From an optimization exercise on the open Yosys and OpenROAD flow, aimed at small area; shortcuts taken in it are not production practice. Only simulation tests tie the RTL to the original design; equivalence was not proved. No activity file was given, so power comes from the tool's default toggle rates.

==> design/flow/run.sh <==
#!/bin/bash
# synth_recipe.tcl (not shown) runs the flow's synth.tcl, then flattens the netlist and writes it again
# the make line also repeats each setting of config.mk as NAME=value (left out here)
make -C /OpenROAD-flow-scripts/flow DESIGN_CONFIG=/design/flow/config.mk WORK_HOME=/design/flow/orfs CLKGATE_MAP_FILE= SYNTH_SCRIPT=/design/flow/synth_recipe.tcl finish
==> design/flow/config.mk <==
export PLATFORM = sky130hd
export DESIGN_NAME = ds18b20_top
export DESIGN_NICKNAME = ds18b20_top
export VERILOG_FILES = /design/flow/design.v
export SDC_FILE = /design/flow/constraint.sdc
export NUM_CORES = 4
export LEC_CHECK = 0
export CAP_MARGIN = 20
export CORE_MARGIN = 2
export CORE_UTILIZATION = 40
export SLEW_MARGIN = 20
==> design/flow/constraint.sdc <==
create_clock -name core_clock -period 130.0 [get_ports {sys_clk}]
set_input_delay 26.0000 -clock core_clock [delete_from_list [all_inputs] [get_ports {sys_clk}]]
set_output_delay 26.0000 -clock core_clock [all_outputs]
set_load 0.01 [all_outputs]
==> design/flow/design.v <==
module ds18b20_top(
   input              sys_clk  ,
   input              sys_rst_n,
   output     [5:0]   dig_sel  ,
   output     [7:0]   dig_seg  ,
   output             tx       ,
   input              dq_in    ,
   output             dq_out   ,
   output             dq_oe
);
reg [5:0] P;
reg [4:0] K;
reg [6:0] H;
wire p_end = (P == 6'd49);
wire k_end = (K == 5'd19);
wire rot   = p_end && k_end;             
always @(posedge sys_clk or negedge sys_rst_n) begin
    if (!sys_rst_n) begin
        P <= 6'd0; K <= 5'd0; H <= 7'd127;
    end else begin
        P <= p_end ? 6'd0 : P + 6'd1;
        if (p_end) K <= k_end ? 5'd0 : K + 5'd1;
        if (rot)   H <= (H == 7'd99) ? 7'd0 : H + 7'd1;
    end
end
wire tick    = (P == 6'd24);             
wire started = (H != 7'd127);            
wire trig    = (H == 7'd99) && (K == 5'd0) && (P == 6'd1);    
wire recent  = started && (K == 5'd0) && (P[5:1] == 5'd0);    
localparam S_IDLE=4'd0, S_RST=4'd1, S_PRES=4'd2, S_WR=4'd3, S_WAIT=4'd4,
           S_RST2=4'd5, S_PRES2=4'd6, S_WR2=4'd7, S_RD=4'd8;
localparam [15:0] CC44 = 16'b0100010011001100;
localparam [15:0] CCBE = 16'b1011111011001100;
reg [3:0] st;
reg [9:0] cu;
reg [3:0] bn;
reg       sf;
reg [11:0] D;            
reg [18:0] acc;          
reg [16:0] L;            
reg        SG;           
wire is_rp  = (st == S_RST) || (st == S_PRES) || (st == S_RST2) || (st == S_PRES2);
wire is_wr  = (st == S_WR) || (st == S_WR2);
wire is_rd  = (st == S_RD);
wire end_cu = (st == S_IDLE) || (is_rp && cu == 10'd499) || (is_wr && cu == 10'd74) ||
              (is_rd && cu == 10'd64) || (st == S_WAIT && cu == 10'd999);
reg [3:0] st_n;
always @(*) begin
    st_n = st;
    case (st)
        S_IDLE : st_n = S_RST;
        S_RST  : if (cu == 10'd499) st_n = S_PRES;
        S_PRES : if (cu == 10'd499) st_n = sf ? S_WR : S_IDLE;
        S_WR   : if (cu == 10'd74 && bn == 4'd15) st_n = S_WAIT;
        S_WAIT : if (cu == 10'd999) st_n = S_RST2;
        S_RST2 : if (cu == 10'd499) st_n = S_PRES2;
        S_PRES2: if (cu == 10'd499) st_n = sf ? S_WR2 : S_IDLE;
        S_WR2  : if (cu == 10'd74 && bn == 4'd15) st_n = S_RD;
        S_RD   : if (cu == 10'd64 && bn == 4'd15) st_n = S_IDLE;
        default: st_n = S_IDLE;
    endcase
end
always @(posedge sys_clk or negedge sys_rst_n) begin
    if (!sys_rst_n) begin
        st <= S_IDLE; cu <= 10'd0; bn <= 4'd0;
    end else if (tick) begin
        st <= st_n;
        cu <= end_cu ? 10'd0 : cu + 10'd1;
        if ((is_wr && cu == 10'd74) || (is_rd && cu == 10'd64)) bn <= bn + 4'd1;
    end
end
always @(posedge sys_clk)
    if (tick && cu == 10'd70) sf <= ~dq_in;
reg oe;
always @(*) begin
    oe = 1'b0;
    case (st)
        S_RST, S_RST2, S_WAIT: oe = 1'b1;
        S_WR : oe = (cu <= 10'd62) && ((cu <= 10'd1) || !CC44[bn]);
        S_WR2: oe = (cu <= 10'd62) && ((cu <= 10'd1) || !CCBE[bn]);
        S_RD : oe = (cu <= 10'd2);
        default: oe = 1'b0;
    endcase
end
assign dq_oe  = oe;
assign dq_out = (st == S_WAIT);
wire last = is_rd && (bn == 4'd15);
wire cen  = last && (cu >= 10'd16) && (D[10:0] != 11'd0);
always @(posedge sys_clk) begin
    if (tick && is_rd && cu == 10'd14 && !(bn >= 4'd11 && bn <= 4'd14))
        D <= {dq_in, D[11:1]};
    else if (cen)
        D[10:0] <= D[11] ? D[10:0] + 11'd1 : D[10:0] - 11'd1;
end
wire [1:0] fr = acc[1:0] + 2'd1;
wire       fc = (acc[1:0] == 2'd3);
wire [4:0] a0 = {1'b0, acc[5:2]} + (fc ? 5'd7 : 5'd6);
wire       c0 = (a0 >= 5'd10);
wire [3:0] n0 = c0 ? a0[3:0] - 4'd10 : a0[3:0];
wire [3:0] n1 = c0 ? ((acc[9:6]   == 4'd9) ? 4'd0 : acc[9:6]   + 4'd1) : acc[9:6];
wire       c1 = c0 && (acc[9:6] == 4'd9);
wire [3:0] n2 = c1 ? ((acc[13:10] == 4'd9) ? 4'd0 : acc[13:10] + 4'd1) : acc[13:10];
wire       c2 = c1 && (acc[13:10] == 4'd9);
wire [3:0] n3 = c2 ? ((acc[17:14] == 4'd9) ? 4'd0 : acc[17:14] + 4'd1) : acc[17:14];
wire       c3 = c2 && (acc[17:14] == 4'd9);
wire       n4 = acc[18] ^ c3;
always @(posedge sys_clk) begin
    if (cu < 10'd16) acc <= 19'd0;
    else if (cen)    acc <= {n4, n3, n2, n1, n0, fr};
end
always @(posedge sys_clk or negedge sys_rst_n) begin
    if (!sys_rst_n) begin
        L <= 17'd0; SG <= 1'b0;
    end else begin
        if (last && cu == 10'd64 && P == 6'd26) L  <= acc[18:2];
        if (last && cu == 10'd63 && P == 6'd27) SG <= D[11];
    end
end
reg [5:0] sel;
always @(posedge sys_clk or negedge sys_rst_n) begin
    if (!sys_rst_n) sel <= 6'b011111;
    else if (rot)   sel <= {sel[0], sel[5:1]};
end
assign dig_sel = sel;
wire [5:0] sel2 = recent ? {sel[4:0], sel[5]} : sel;    
reg [3:0] code;
always @(*) begin
    case (1'b0)
        sel2[5]: code = L[3:0];
        sel2[4]: code = L[7:4];
        sel2[3]: code = L[11:8];
        sel2[2]: code = L[15:12];
        sel2[1]: code = {3'b000, L[16]};
        default: code = SG ? 4'd10 : 4'd11;
    endcase
end
reg [6:0] seg;
always @(*) begin
    case (code)
        4'd0: seg = 7'b1000000;
        4'd1: seg = 7'b1111001;
        4'd2: seg = 7'b0100100;
        4'd3: seg = 7'b0110000;
        4'd4: seg = 7'b0011001;
        4'd5: seg = 7'b0010010;
        4'd6: seg = 7'b0000010;
        4'd7: seg = 7'b1111000;
        4'd8: seg = 7'b0000000;
        4'd9: seg = 7'b0010000;
        4'd10: seg = 7'b0111111;
        default: seg = 7'b1111111;
    endcase
end
assign dig_seg = {sel2[3], seg};
reg [3:0] slot;           
reg [3:0] ub;
reg [8:0] cb;
reg       ssg, s4;
reg [15:0] sd;
always @(posedge sys_clk)
    if (trig) begin ssg <= SG; s4 <= L[16]; sd <= L[15:0]; end
wire cb_end = (ub == 4'd10) ? (cb == 9'd434) : (cb == 9'd433);
reg [3:0] nslot;
always @(*) begin
    case (slot)
        4'd4:  nslot = ssg ? 4'd5 : (s4 ? 4'd6 : 4'd7);
        4'd5:  nslot = s4 ? 4'd6 : 4'd7;
        4'd11: nslot = 4'd15;
        default: nslot = slot + 4'd1;
    endcase
end
always @(posedge sys_clk or negedge sys_rst_n) begin
    if (!sys_rst_n) begin
        slot <= 4'd15; ub <= 4'd0; cb <= 9'd0;
    end else if (trig) begin
        slot <= 4'd0; ub <= 4'd0; cb <= 9'd0;
    end else if (slot != 4'd15) begin
        if (cb_end) begin
            cb <= 9'd0;
            if (ub == 4'd10) begin ub <= 4'd0; slot <= nslot; end
            else ub <= ub + 4'd1;
        end else cb <= cb + 9'd1;
    end
end
reg [7:0] byte_;
always @(*) begin
    case (slot)
        4'd0: byte_ = 8'h74;
        4'd1: byte_ = 8'h65;
        4'd2: byte_ = 8'h6D;
        4'd3: byte_ = 8'h70;
        4'd4: byte_ = 8'h3A;
        4'd5: byte_ = 8'h2D;
        4'd6: byte_ = 8'h31;
        4'd7: byte_ = {4'h3, sd[15:12]};
        4'd8: byte_ = {4'h3, sd[11:8]};
        4'd9: byte_ = 8'h2E;
        4'd10: byte_ = {4'h3, sd[7:4]};
        default: byte_ = {4'h3, sd[3:0]};
    endcase
end
wire [10:0] frame = {1'b1, ~^byte_, byte_, 1'b0};
assign tx = (slot == 4'd15) || (ub > 4'd10) || frame[ub];
endmodule
==> impl_results.rst <==
.. list-table::
   :header-rows: 1

   * - Metric
     - Value
   * - Worst-case setup slack after placement
     - between 100 and 150 ns
   * - Commonest cells post-synth
     - nand2_1, o21ai_0, nor2_1, dfrtp_1, ha_1
   * - Design Area, Final
     - between 8000 and 9000 sq um
   * - Clock sinks
     - 127
   * - Placeable core area
     - 18710 sq um
   * - Ratio of total power to cell area
     - slightly above 10 nW/um^2
   * - Worst-Skew Late Latency
     - around 0.42 ns
   * - Number of global-route vias before repair
     - 5839
   * - Total Routing Usage GR
     - between 10% and 20%
   * - Length of the first detailed-routing pass in iterations
     - 5
   * - Slowest CP cell
     - clkdlybuf4s50_1
   * - Final critical-path share of the clock period
     - about 23%
   * - Gpl congestion
     - 0.9233
   * - Maximum fanout along the worst path
     - 11
   * - Number of warnings printed during yosys synthesis
     - 1
   * - Worst IR drop on VDD
     - 0.008584 mV
   * - Remaining global-route overflow
     - 0
   * - Slew at the pin with the worst max-slew slack
     - approximately 0.94 ns
   * - Worst min-delay path class
     - reg2reg
   * - Summed instance area of the synthesized netlist
     - between 7000 and 8000 sq um
   * - Crit path launch type
     - flop
   * - Iteration-0 DRC Markers
     - 416
   * - Worst setup skew after layout
     - between 0.008 and 0.009 ns
   * - Post-CTS resize count
     - 0
   * - Port Buffers
     - 19
   * - Buffers from clock root to sink, at most
     - 2
   * - Sum of net half-perimeters after detailed placement
     - about 11000 um
   * - Top area cells in the synthesized netlist
     - dfrtp_1, edfxtp_1, ha_1
   * - DRC violation count after routing
     - 0
   * - Yosys cell types
     - 82
   * - Post-synth EDFFs
     - 31
   * - Setup TNS after final layout
     - 0 ns
   * - Pleak
     - approximately 3.2 nW
   * - Site row count
     - 50
   * - Initial antenna violation count
     - 0
   * - Number of buffers inserted for hold repair after clock tree synthesis
     - 0
   * - Unrepaired setup endpoints after global routing
     - no
   * - Cts bufs inserted
     - 17
   * - Vias
     - 5931
   * - Setup Crit Path Kind
     - reg2out
   * - Worst setup slack for register-to-register paths
     - between 100 and 150 ns
   * - Post-Place Cell Area
     - roughly 8000 sq um
   * - Final critical path time including I/O delays and setup
     - around 30 ns
   * - Clock slew at the register clock pins of the worst setup and hold paths
     - 0.06 ns
   * - Avg Synthesized Cell Area
     - just over 9 sq um
   * - Worst path cell trace
     - ha_1 > nand3_1 > o21ai_2 > o21ai_0 > o2bb2a_1 > o2111ai_1 > o221a_2 > mux2_2 > a22oi_1 > clkdlybuf4s50_1
   * - Number of levels the H-tree was split into
     - 4
   * - Number of buffers added for setup after CTS
     - 0
   * - Worst Slack Setup Final
     - roughly 100 ns
   * - Post-DR vias/cell
     - between 5 and 6
   * - Synth Register Bits
     - 127
   * - Final count of pins violating max slew
     - 0
   * - Required arrival time at the worst endpoint
     - 104.00 ns
   * - Number of antenna-violating nets in the routed design
     - 0
   * - Total nets after synthesis
     - a little under 900
   * - Post-synthesis to final-layout area growth
     - 12.50%
   * - Starting density of the core
     - between 40% and 50%
   * - I/O pins
     - 20
   * - Die width
     - about 140 um
   * - Slowest Stage Delay on Critical Path
     - 0.57 ns
   * - Wire length of the first global-routing pass
     - roughly 28000 um
   * - Worst max-slew margin expressed relative to the limit
     - between 30% and 40%
   * - Setup-failing EPs final
     - 0
   * - Top cell family by delay on the critical path
     - compound AO/OA/AOI/OAI gates
   * - Total count of hold-check failures in the final report
     - 0
   * - Final Hold Slack
     - 0.4781 ns
   * - Total of max-cap violations
     - 0
   * - Total power
     - between 0.00008 and 0.00009 W
   * - Status
     - timing/DRC/antenna clean
   * - Cells after Synth
     - 832
   * - Kind of end point of the critical path
     - output port
   * - Number of nets in the final layout
     - 887
   * - Sequential cell area fraction in the yosys report
     - a little over two fifths
   * - Largest net degree at the start of global routing
     - between 70 and 80
   * - Biggest area consumer among synthesized cells
     - dfrtp_1
   * - Crit path buf inv count
     - 1
   * - Avg WL per Cell
     - between 10 and 15 um
   * - Worst EP arrival
     - between 3 and 4 ns
   * - Antenna diode instance count
     - 0
   * - Async set or reset register ratio after synthesis
     - a little over 60%
   * - Area fraction of the dominant cell type after synthesis
     - roughly a fifth
   * - Library cell used as clock root buffer
     - clkbuf_16
   * - Layout cells sized above 1
     - 10.76%
   * - Top FF cell, synth
     - dfrtp_1
   * - Sum of routed wire length over all layers
     - roughly 16000 um
   * - Floorplan die area
     - 20240 sq um
   * - Clock tree from TritonCTS
     - built
   * - Die H
     - roughly 140 um
   * - Most numerous cell in the Yosys netlist
     - nand2_1
   * - Max Fclk
     - about 33 MHz
==> per-layer routing <==
metal / global-route usage (%) / vias up / wire length [um]
met5: 0 / - / 0
met4: 5.211 / 0 / 218
met3: 4.206 / 22 / 552
met2: 27.31 / 95 / 7329
met1: 22.78 / 2789 / 7991
li1: - / 3025 / -
==> worst reg2reg max path: stages, from the launching register on <==
cell	delay, ns
dfxtp_1	0.32
ha_1	0.20
ha_1	0.20
inv_1	0.06
ha_1	0.20
and2b_2	0.18
nor2_1	0.04
ha_1	0.25
o21ai_0	0.46
nand4_4	0.22
or4b_4	0.61
nor3b_1	0.20
o21ai_0	0.10
a21oi_1	0.15
==> stage by stage <==
| step | util (%) | cells |
|---|---|---|
| finish | 45.99 | 1089 |
| floorplan | - | 832 |
| detailed placement | 42.84 | 1057 |
| global placement | 42.84 | 1057 |
| CTS | 45.97 | 1089 |
| global route | 45.99 | 1089 |
==> path summary, 6_finish.rpt <==
check	start	to	depth (start not counted)
setup / recovery	H[0]$_DFFE_PN1P_	dig_seg[4]	10
hold / removal	cb[8]$_DFFE_PN0P_	cb[8]$_DFFE_PN0P_	1
setup reg to reg	acc[0]$_SDFFE_PP0P_	acc[13]$_SDFFE_PP0P_	13
hold reg to reg	cb[8]$_DFFE_PN0P_	cb[8]$_DFFE_PN0P_	1
max in group asynchronous	sys_rst_n	L[7]$_DFFE_PN0P_	1
min in group asynchronous	sys_rst_n	cb[7]$_DFFE_PN0P_	1
==> area by class of cell <==
cell class,instances,area (sq um)
Clock inverter,8,102.6
Multi-Input combinational cell,639,4118
Tap cell,234,292.8
Fill cell,1750,10100
Timing Repair Buffer,23,221.5
Clock buffer,24,483.0
Sequential cell,127,3258
Inverter,34,127.6
==> state kept, by name, summed over array words and instances (netlist names), 4 cells and up <==
register and flops:
D 12, H 7, K 5, L 17, P 6, acc 19, bn 4, cb 9
cu 10, sd 16, sel 6, slot 4, st 4, ub 4
==> report_power, final <==
group / internal (W) / total [W] / switching [W]
combinational: 0.0000000584 / 0.000000524 / 0.000000464
clock: 0.0000299 / 0.0000472 / 0.0000173
sequential: 0.0000407 / 0.0000407 / 0
total: 0.0000707 / 0.0000884 / 0.0000178
==> layout by cell type, fill, tap and decap left out, drive strengths merged, types with 11 or more instances in the layout <==
master / instances
nand2: 96
o21ai: 91
nor2: 81
dfrtp: 61
ha: 41
a21oi: 38
inv: 36
edfxtp: 31
nor3: 24
clkbuf: 24
xnor2: 23
nand3: 21
dfxtp: 19
clkdlybuf4s50: 18
mux2: 18
dfstp: 16
mux2i: 16
nand2b: 14
nor2b: 14
o31ai: 14
nand4: 12
xor2: 11
==> cells by family (layout without fill, tap and decap cells) <==
| kind of cell | Yosys count | in the layout | synth area share [%] |
|---|---|---|---|
| simple gates | 316 | 316 | 20.78 |
| buf+inv | 66 | 89 | 3.697 |
| xor+xnor | 34 | 34 | 3.894 |
| fa+ha+maj | 42 | 42 | 6.970 |
| flops | 127 | 127 | 42.60 |
| compound gates | 213 | 213 | 17.26 |
| mux | 34 | 34 | 4.794 |

-- separate check: timing with driven ports --
The results above use ideal ports. As a check the final layout listed here was re-extracted and re-timed, cells and wires unchanged.
Step 1 assumes that a clkbuf_16 drives the clock port and a buf_2 every other input.
Step 2 moves the port delays by t, midway between the first and last clock arrival at a register: inputs arrive t later, outputs are due t later. That takes back most of the time a late clock gives input paths.
Slacks: ideal ports / drivers / drivers and shift; pairs: ideal ports / drivers.
t (ns): 0.458
setup slack, ns: 100.105 / 100.063 / 100.521
clock arrival spread, ns: 0.009 / 0.010
After both steps setup and hold are still met in this run. For this run, drivers alone change the setup slack by -0.042 ns; drivers and shift together by +0.416 ns.
